From an optimization exercise on the open Yosys and OpenROAD flow, aimed at small area and a short achievable clock period; shortcuts taken in it are not production practice.
In this exercise RTL edits were held to simulation tests only and were not proved equivalent to the original.
Power is estimated from default activity; no workload was simulated.

## v23
==> flow/design.v <==
module lcm_32(
    input wire [32-1:0] ina, inb,
    input wire clk,
    input wire rst_n,
    output wire [64-1:0] result,
    output reg ready_n);
    reg        gcd_ph, div_ph, mul_ph;    
    reg [31:0] u, v, w;
    reg [5:0]  cnt;
    reg        rst_q;
    reg         add_q, sub_q;
    wire [31:0] y   = ({32{add_q}} & v) | ({32{sub_q}} & {~v[31:1], 1'b1});
    wire [32:0] a   = {1'b0, u} + {1'b0, y};
    wire [31:0] ash = {a[32] & mul_ph, a[31:1]};
    assign result = {u, w};
    wire u0_nx  = !rst_q ? ina[0] :
                  gcd_ph ? ((u == 32'd0) ? ina[0] : (!u[0] || (v[0] && a[32])) ? a[1] : 1'b1) :
                  (div_ph || mul_ph) ? a[1] : u[0];
    wire w0_nx  = (div_ph || mul_ph) ? w[1] : w[0];
    wire mul_nx = rst_q && ((div_ph && cnt == 6'd1) || (mul_ph && cnt != 6'd1));
    always @(posedge clk) begin
        add_q <= mul_nx & w0_nx;
        sub_q <= ~mul_nx & u0_nx;
    end
    always @(posedge clk) begin
        rst_q <= rst_n;
        if (!rst_n || !rst_q)
            ready_n <= 1'b1;
        else if (mul_ph && cnt == 6'd1)
            ready_n <= 1'b0;
    end
    always @(posedge clk) begin
        if (!rst_q) begin
            gcd_ph  <= 1'b1;
            div_ph  <= 1'b0;
            mul_ph  <= 1'b0;
            u       <= ina;
            v       <= inb;
            cnt     <= 6'd0;
        end else if (gcd_ph) begin
            if (u == 32'd0) begin
                u      <= ina;
                cnt[5] <= 1'b1;
                gcd_ph <= 1'b0;
                div_ph <= 1'b1;
            end else if (!u[0]) begin
                u <= ash;
                if (!v[0]) begin
                    v   <= v >> 1;
                    cnt <= cnt + 6'd1;
                end
            end else if (!v[0]) begin
                v <= v >> 1;
            end else if (a[32]) begin  
                u <= ash;
            end else begin
                u <= v;
                v <= u;
            end
        end else if (div_ph) begin
            u   <= ash;
            w   <= {u[0], w[31:1]};
            cnt <= cnt - 6'd1;
            if (cnt == 6'd1) begin
                v      <= inb;
                cnt    <= 6'd32;
                div_ph <= 1'b0;
                mul_ph <= 1'b1;
            end
        end else if (mul_ph) begin
            u   <= ash;
            w   <= {a[0], w[31:1]};
            cnt <= cnt - 6'd1;
            if (cnt == 6'd1) mul_ph <= 1'b0;
        end
    end
endmodule
Settings: LEC_CHECK=0, CAP_MARGIN=20, CORE_MARGIN=2, CORE_UTILIZATION=40, SLEW_MARGIN=20; clock period 10.0 ns.
standard.sh (not shown) runs the stock make flow with config.mk's settings and CLKGATE_MAP_FILE= SYNTH_SCRIPT=/design/flow/synth_recipe.tcl, a recipe that flattens the netlist after the stock synthesis.
==> flow/flow/run.sh <==
#!/bin/bash
# The standard layout (standard.sh: the standard flow's synthesis and the ORFS steps, with
# the design's constraints unchanged), with two settings changed:
#  - ORFS's timing repair is asked to leave a setup margin, so that it also
#    works the paths that already meet the design's clock period;
#  - the buffer put on every input and output port is buf_1.
# standard.sh's full output goes to standard_flow.log.
set -euo pipefail
MARGIN=${MARGIN:-6.65}
bash standard.sh \
    SETUP_SLACK_MARGIN=$MARGIN \
    TNS_END_PERCENT=100 \
    "BUFFER_PORTS_ARGS=-buffer_cell sky130_fd_sc_hd__buf_1" \
    finish > standard_flow.log 2>&1
Setup changes, v23 to v40
- CORE_UTILIZATION now 45, was 40
-- flow/flow/run.sh --
<<< v23, line 8
set -euo pipefail
MARGIN=${MARGIN:-6.65}
bash standard.sh \
>>> v40, line 8
set -euo pipefail
MARGIN=${MARGIN:-6.6}
bash standard.sh \
Results
- Comparing v23 and v40, the higher average wire per standard cell is on v40.
- v40 closes out successfully: all stages finished, all timing, DRC and antenna checks passed.
- From v23 to v40 the numbers moved as follows: die boundary height now sits lower; detailed-route wire length now sits higher; core utilization went up.
- v40 has final critical delay including setup and external delays above what v23 had.
What v28 does differently from v40 at the input level:
- CORE_UTILIZATION now 40, was 45
-- flow/flow/run.sh --
<<< v40, line 11
    SETUP_SLACK_MARGIN=$MARGIN \
    TNS_END_PERCENT=100 \
    "BUFFER_PORTS_ARGS=-buffer_cell sky130_fd_sc_hd__buf_1" \
>>> v28, line 11
    SETUP_SLACK_MARGIN=$MARGIN \
    TNS_END_PERCENT=30 \
    "BUFFER_PORTS_ARGS=-buffer_cell sky130_fd_sc_hd__buf_1" \
Results
v28: total chip power about 4% below v40
When v28 is measured against v40, its final wirelength turns out 1700 um lower.
On number of buffer and inverter instances along the worst setup path: between v40 and v28, it ends up lower for v28.
v28 does better than v40 on worst setup slack after layout.
Non-clock buffer count down 13 in v28 wrt v40
--- input diff v28..v36 ---
-- flow/flow/run.sh --
<<< v28, line 11
    SETUP_SLACK_MARGIN=$MARGIN \
    TNS_END_PERCENT=30 \
    "BUFFER_PORTS_ARGS=-buffer_cell sky130_fd_sc_hd__buf_1" \
>>> v36, line 11
    SETUP_SLACK_MARGIN=$MARGIN \
    TNS_END_PERCENT=100 \
    "BUFFER_PORTS_ARGS=-buffer_cell sky130_fd_sc_hd__buf_1" \
### Flow results
Any difference in maximum operating frequency between v36 and v28 is small enough to ignore.
Cell area: v28 vs v36 — no meaningful difference
Status: clock share of power parity (v36, v28)
Re met1 routed wirelength after detailed routing: no difference whatsoever between v36 and v28.
Comparing v36 against v28, there is no change at all in cell area power density.
Comparing v36 against v28, there is no change at all in routed length on met2.
No stage failed in v36, and the final checks on the layout all came back clean.
v28: no failed stages, no open violations at the end
Diff v36..v28 | post-detailed-routing wire length | negligible
On share of the clock period used by the worst path, v28 tracks v36 almost exactly.
Comparing v28 against v36, there is no change at all in area after synthesis.
v36 against v28: sequential cell area in the final layout shows no meaningful change; setup TNS after final layout shows no meaningful change.
--- input diff v36..v24 ---
-- flow/flow/run.sh --
<<< v36, line 11
    SETUP_SLACK_MARGIN=$MARGIN \
    TNS_END_PERCENT=100 \
    "BUFFER_PORTS_ARGS=-buffer_cell sky130_fd_sc_hd__buf_1" \
>>> v24, line 11
    SETUP_SLACK_MARGIN=$MARGIN \
    TNS_END_PERCENT=60 \
    "BUFFER_PORTS_ARGS=-buffer_cell sky130_fd_sc_hd__buf_1" \
### Flow results
- As far as final cell count goes, v24 and v36 are indistinguishable; the numbers are identical.
- Sequential power share delta (v24 -> v36): insignificant
- v24 and v36 ended up with nearly the same sum of internal, switching and leakage power.
- Status: switching share of power parity (v24, v36)
- Power share of the clock group: v36 vs v24, no meaningful difference
- Reported for v24 and v36, number of hold buffers added after CTS turned out identical to the last digit.
- Re residual DRC count: no difference whatsoever between v36 and v24.

== v58 ==
Starts from the design.v that is shown in full above.
==> flow/config.mk <==
export PLATFORM = sky130hd
export DESIGN_NAME = lcm_32
export DESIGN_NICKNAME = lcm_32
export VERILOG_FILES = /design/flow/design.v
export SDC_FILE = /design/flow/constraint.sdc
export NUM_CORES = 4
export LEC_CHECK = 0
export CAP_MARGIN = 20
export CORE_MARGIN = 2
export CORE_UTILIZATION = 40
export SLEW_MARGIN = 20
==> flow/constraint.sdc <==
create_clock -name core_clock -period 10.0 [get_ports {clk}]
set_input_delay 2.0000 -clock core_clock [delete_from_list [all_inputs] [get_ports {clk}]]
set_output_delay 2.0000 -clock core_clock [all_outputs]
set_load 0.01 [all_outputs]
==> flow/flow/run.sh <==
#!/bin/bash
# The standard layout (standard.sh: the standard flow's synthesis and the ORFS steps, with
# the design's constraints unchanged), with two settings changed:
#  - ORFS's timing repair is asked to leave a setup margin, so that it also
#    works the paths that already meet the design's clock period;
#  - the buffer put on every input and output port is buf_1.
# standard.sh's full output goes to standard_flow.log.
set -euo pipefail
MARGIN=${MARGIN:-6.8}
bash standard.sh \
    SETUP_SLACK_MARGIN=$MARGIN \
    TNS_END_PERCENT=100 \
    "BUFFER_PORTS_ARGS=-buffer_cell sky130_fd_sc_hd__buf_1" \
    finish > standard_flow.log 2>&1
Changes in v38 relative to v58:
- CTS_CLUSTER_SIZE now 30, previously not set
-- flow/flow/run.sh --
<<< v58, line 7
# standard.sh's full output goes to standard_flow.log.
set -euo pipefail
MARGIN=${MARGIN:-6.8}
bash standard.sh \
    SETUP_SLACK_MARGIN=$MARGIN \
>>> v38, line 7
# standard.sh's full output goes to standard_flow.log.
set -euo pipefail
MARGIN=${MARGIN:-6.6}
bash standard.sh \
    SETUP_SLACK_MARGIN=$MARGIN \
v38 vs v58: sum of buffers and inverters on the critical path down
[compare] base=v58 new=v38: core footprint roughly the same; global-route wire length before repair lost about 2%; number of combinational gates with multiple inputs has decreased; transition time of the tightest slew-check pin saw a decrease.
Looking at final-layout non-clock buffer area share, v38 sits 1.7 points below v58.
Looking at power per cell area, v38 sits below v58.
Per the comparison of v38 with v58, number of clock sinks now sits at about the same level; area used by multi-input combinational logic now sits lower.
The inputs of v13 differ from those of v38 as listed below.
- a deleted CTS_CLUSTER_SIZE that had been 30
==> flow/flow/run.sh <==
#!/bin/bash
# The standard layout (standard.sh: the standard flow's synthesis and the ORFS steps, with
# the design's constraints unchanged), with two settings changed:
#  - ORFS's timing repair is asked to leave a setup margin, so that it also
#    works the paths that already meet the design's clock period;
#  - the buffer put on every input and output port is buf_1;
#  - the buffers that synthesis (ABC) put in are removed at the floorplan
#    step instead of being repaired there (the later repair steps buffer the
#    nets they need).
# standard.sh's full output goes to standard_flow.log.
set -euo pipefail
MARGIN=${MARGIN:-6.6}
bash standard.sh \
    SETUP_SLACK_MARGIN=$MARGIN \
    TNS_END_PERCENT=100 \
    REMOVE_ABC_BUFFERS=1 \
    "BUFFER_PORTS_ARGS=-buffer_cell sky130_fd_sc_hd__buf_1" \
    finish > standard_flow.log 2>&1
==> comparison <==
Going from v38 to v13, number of clock sinks saw little to no change; met3 wirelength from detailed routing +about 4.5%; shortest period the worst path allows increased by 0.061 ns relative to the old numbers; count of input and output buffers shows no meaningful change. Going from v38 to v13, the fmax was found to have gone down by about 1.8%. Going from v38 to v13, the filler cell count was found to have gone down by about 2.3%.
#### Input delta (v31 over v13)
- swapping 40 for 50 in CORE_UTILIZATION
==> flow/flow/run.sh <==
#!/bin/bash
# The standard layout (standard.sh: the standard flow's synthesis and the ORFS steps, with
# the design's constraints unchanged), with two settings changed:
#  - ORFS's timing repair is asked to leave a setup margin, so that it also
#    works the paths that already meet the design's clock period;
#  - the buffer put on every input and output port is buf_1.
# standard.sh's full output goes to standard_flow.log.
set -euo pipefail
MARGIN=${MARGIN:-6.6}
bash standard.sh \
    SETUP_SLACK_MARGIN=$MARGIN \
    TNS_END_PERCENT=100 \
    "BUFFER_PORTS_ARGS=-buffer_cell sky130_fd_sc_hd__buf_1" \
    finish > standard_flow.log 2>&1
## What came out
v31 vs v13, instance count: v31 lower. On power consumption, the higher figure sits with v13, not v31. Diff v31 and v13: register-to-register slack higher in v13. Worst setup slack after placement (v31 over v13): increase, 0.016 ns. From v13 to v31 the numbers moved as follows: sequential-cell power consumption decreased about 0.6%; switching power summed over all nets saw a decrease.
### v31 -> v22
- an added PLACE_DENSITY of 0.75
- a change of CORE_UTILIZATION from 50 to 40
Results
- Relative to v31, share of power burned in combinational logic has increased by 0.4 points in v22.
- Cell area | v22 vs v31 | v22 larger
- Fraction of met3 tracks used by global routing down 2.6 points in v22 wrt v31
- The die used by v22 is larger than the one used by v31.
For v37, these inputs were changed with respect to v22:
- PLACE_DENSITY no longer set, was 0.75
-- flow/flow/run.sh --
<<< v22, line 7
# standard.sh's full output goes to standard_flow.log.
set -euo pipefail
MARGIN=${MARGIN:-6.6}
bash standard.sh \
    SETUP_SLACK_MARGIN=$MARGIN \
>>> v37, line 7
# standard.sh's full output goes to standard_flow.log.
set -euo pipefail
MARGIN=${MARGIN:-6.4}
bash standard.sh \
    SETUP_SLACK_MARGIN=$MARGIN \
==> comparison <==
- Summary of v37 over v22: global-route usage over all layers -0.23 points; arrival time reported for the critical path endpoint +0.06 ns; standard cell area after detailed placement ~0 delta; utilization -1.2 points; number of vias in the routed layout -229.
- When v37 is measured against v22, its worst setup slack turns out 0.051 ns lower.
- NOTE: sequential fraction of total cell area in v37 exceeds that of v22
- v37 improves on v22 in finished layout cell area.
- Number of buffers and inverters on the critical path came out exactly the same in v22 and v37.
- After detailed routing, v22 needs more wire than v37.

Setup of P:
// lcm_32: RTL as listed in full above, without the edits since
export LEC_CHECK = 0
export CAP_MARGIN = 20
export CORE_MARGIN = 2
export CORE_UTILIZATION = 40
export SLEW_MARGIN = 20
create_clock -name core_clock -period 10.0 [get_ports {clk}]
==> flow/flow/run.sh <==
#!/bin/bash
# The standard layout (standard.sh: the standard flow's synthesis and the ORFS steps, with
# the design's constraints unchanged), with two settings changed:
#  - ORFS's timing repair is asked to leave a setup margin, so that it also
#    works the paths that already meet the design's clock period;
#  - the buffer put on every input and output port is buf_1.
# standard.sh's full output goes to standard_flow.log.
set -euo pipefail
MARGIN=${MARGIN:-6.5}
bash standard.sh \
    SETUP_SLACK_MARGIN=$MARGIN \
    TNS_END_PERCENT=100 \
    "BUFFER_PORTS_ARGS=-buffer_cell sky130_fd_sc_hd__buf_1" \
    finish > standard_flow.log 2>&1
### P -> Q
--- a/flow/flow/run.sh
+++ b/flow/flow/run.sh
@@ -9 +9 @@
-MARGIN=${MARGIN:-6.5}
+MARGIN=${MARGIN:-6.7}
Results
Worst setup slack before clock tree synthesis: Q vs P, no meaningful difference. Q ended with more sum of routed wire segments on met1 than P. Per the comparison of Q with P, internal power contribution went up by 13%, cell area higher. Q completed every stage of the flow, and the final layout passed the timing, DRC and antenna checks. Q vs P — clock power climbed by a few percent.

== run A ==
lcm_32, a different RTL version from the one above (not shown whole).
Size in the first run: ~690 cells after synthesis, roughly 6800 µm² of cells after synthesis.
export LEC_CHECK = 0
export CAP_MARGIN = 20
export CORE_MARGIN = 2
export CORE_UTILIZATION = 40
export SLEW_MARGIN = 20
create_clock -name core_clock -period 10.0 [get_ports {clk}]
==> flow/flow/run.sh <==
#!/bin/bash
# The standard layout (standard.sh: the standard flow's synthesis and the ORFS steps, with
# the design's constraints unchanged), with two settings changed:
#  - ORFS's timing repair is asked to leave a setup margin, so that it also
#    works the paths that already meet the design's clock period;
#  - the buffer put on every input and output port is buf_1.
# standard.sh's full output goes to standard_flow.log.
set -euo pipefail
MARGIN=${MARGIN:-6.55}
bash standard.sh \
    SETUP_SLACK_MARGIN=$MARGIN \
    TNS_END_PERCENT=100 \
    "BUFFER_PORTS_ARGS=-buffer_cell sky130_fd_sc_hd__buf_1" \
    finish > standard_flow.log 2>&1
Both conditions hold for run A: the flow ran to the end and the final layout passed the timing, DRC and antenna checks.
#### Input delta (run B over run A)
diff --git a/flow/flow/run.sh b/flow/flow/run.sh
--- a/flow/flow/run.sh
+++ b/flow/flow/run.sh
@@ -9 +9 @@
-MARGIN=${MARGIN:-6.55}
+MARGIN=${MARGIN:-6.1}
Notes after the runs:
Run B vs run A, cell type of the slowest stage on the worst timing path: sky130_fd_sc_hd__buf_1 vs sky130_fd_sc_hd__edfxtp_1. The higher power dissipated by switching net loads of run B and run A is in run A. [compare] base=run A new=run B: via count has decreased, HPWL after detailed placement now sits higher, cell area after layout lower, number of instances resized during post-cts repair went down by 17, global routing usage on met1 moved down. Relative to run A, global routing met2 resource utilization has increased by 0.40 points in run B. The final period utilization in run B was higher than what run A gave. Run B leaves less setup margin than run A.
Here is what was changed in the inputs of run C compared with run B.
diff --git a/flow/flow/run.sh b/flow/flow/run.sh
--- a/flow/flow/run.sh
+++ b/flow/flow/run.sh
@@ -9 +9 @@
-MARGIN=${MARGIN:-6.1}
+MARGIN=${MARGIN:-6.7}
Results
Run B reports its class of the most critical setup path as in2reg while run C reports reg2reg. Run comparison: run B slowest library cell on the worst path sky130_fd_sc_hd__buf_1; run C slowest library cell on the worst path sky130_fd_sc_hd__edfxtp_1. Run C improves on run B in smallest setup slack after layout. The global-route usage over all layers in run C sits 3.3 points above the value recorded for run B. Per the comparison of run C with run B, register fraction of the total cell area decreased 4.9 points, critical path depth increased 9, met3 track utilization from global routing increased 2.8 points.
For run D, these inputs were changed with respect to run C:
- a change of CORE_UTILIZATION from 40 to 55
diff --git a/flow/flow/run.sh b/flow/flow/run.sh
--- a/flow/flow/run.sh
+++ b/flow/flow/run.sh
@@ -9 +9 @@
-MARGIN=${MARGIN:-6.7}
+MARGIN=${MARGIN:-6.4}
==> run notes <==
- Looking at the reports, run D completed the entire flow and the layout it produced met the timing, DRC and antenna checks.
- Changes observed in run D relative to run C: routed wire length dropped 10%; minimum clock period +0.24 ns; design area dropped 9.0%; vertical die dimension has decreased; number of logic stages on the critical path including buffering now smaller.
- Of run C and run D, the higher growth of design area from synthesis to finish belongs to run C.
- Run D ended with less post-placement cell area than run C.
- Taking run D over run C, the average vias per placed instance ratio works out to 1.06.
- Lower maximum frequency from static timing analysis was reported by run D, not run C.
- Post-layout worst setup margin, run C and run D: higher on run C

## afterwards: timing with drivers on the ports
The results above use ideal ports. As a check the final layouts listed here were re-extracted and re-timed, cells and wires unchanged. Step 1: set_driving_cell puts a clkbuf_16 on clk and a buf_2 on each other input, an assumption about the parent block. Step 2 moves the port delays by t, midway between the first and last clock arrival at a register: inputs arrive t later, outputs are due t later. That takes back most of the time a late clock gives input paths. Slacks: ideal ports / drivers / drivers and shift; pairs: ideal ports / drivers.
| run | t, ns | setup slack, ns | hold WS [ns] | worst setup path at the end |
|---|---|---|---|---|
| v23 | 0.404 | 6.724 / 6.724 / 6.724 | 0.453 / 0.453 / 0.453 | register to register |
| v40 | 0.404 | 6.633 / 6.633 / 6.633 | 0.453 / 0.453 / 0.453 | register to register |
| v28 | 0.405 | 6.741 / 6.741 / 6.741 | 0.455 / 0.455 / 0.455 | register to register |
| v36 | 0.405 | 6.741 / 6.741 / 6.741 | 0.455 / 0.455 / 0.455 | register to register |
| v24 | 0.405 | 6.741 / 6.741 / 6.741 | 0.455 / 0.455 / 0.455 | register to register |
| v58 | 0.412 | 6.747 / 6.747 / 6.747 | 0.454 / 0.454 / 0.454 | register to register |
| v38 | 0.405 | 6.741 / 6.741 / 6.741 | 0.455 / 0.455 / 0.455 | register to register |
| v13 | 0.419 | 6.680 / 6.680 / 6.680 | 0.454 / 0.454 / 0.454 | register to register |
| v31 | 0.408 | 6.623 / 6.623 / 6.623 | 0.452 / 0.452 / 0.452 | register to register |
| v22 | 0.399 | 6.640 / 6.640 / 6.640 | 0.452 / 0.452 / 0.452 | register to register |
| v37 | 0.409 | 6.589 / 6.589 / 6.589 | 0.455 / 0.455 / 0.455 | register to register |
| P | 0.409 | 6.667 / 6.667 / 6.667 | 0.454 / 0.454 / 0.454 | register to register |
| Q | 0.404 | 6.651 / 6.651 / 6.651 | 0.451 / 0.451 / 0.451 | register to register |
| run A | 0.401 | 6.510 / 6.510 / 6.170 | 0.454 / 0.454 / 0.454 | input to register |
| run B | 0.409 | 6.200 / 6.206 / 5.809 | 0.461 / 0.461 / 0.461 | input to register |
| run C | 0.411 | 6.603 / 6.603 / 6.427 | 0.457 / 0.457 / 0.457 | input to register |
| run D | 0.411 | 6.365 / 6.365 / 6.130 | 0.453 / 0.453 / 0.453 | input to register |
After both steps setup and hold are still met in every run listed. The setup slack of run B, which loses most, moves by +0.006 ns with the drivers and by -0.391 ns with both steps.
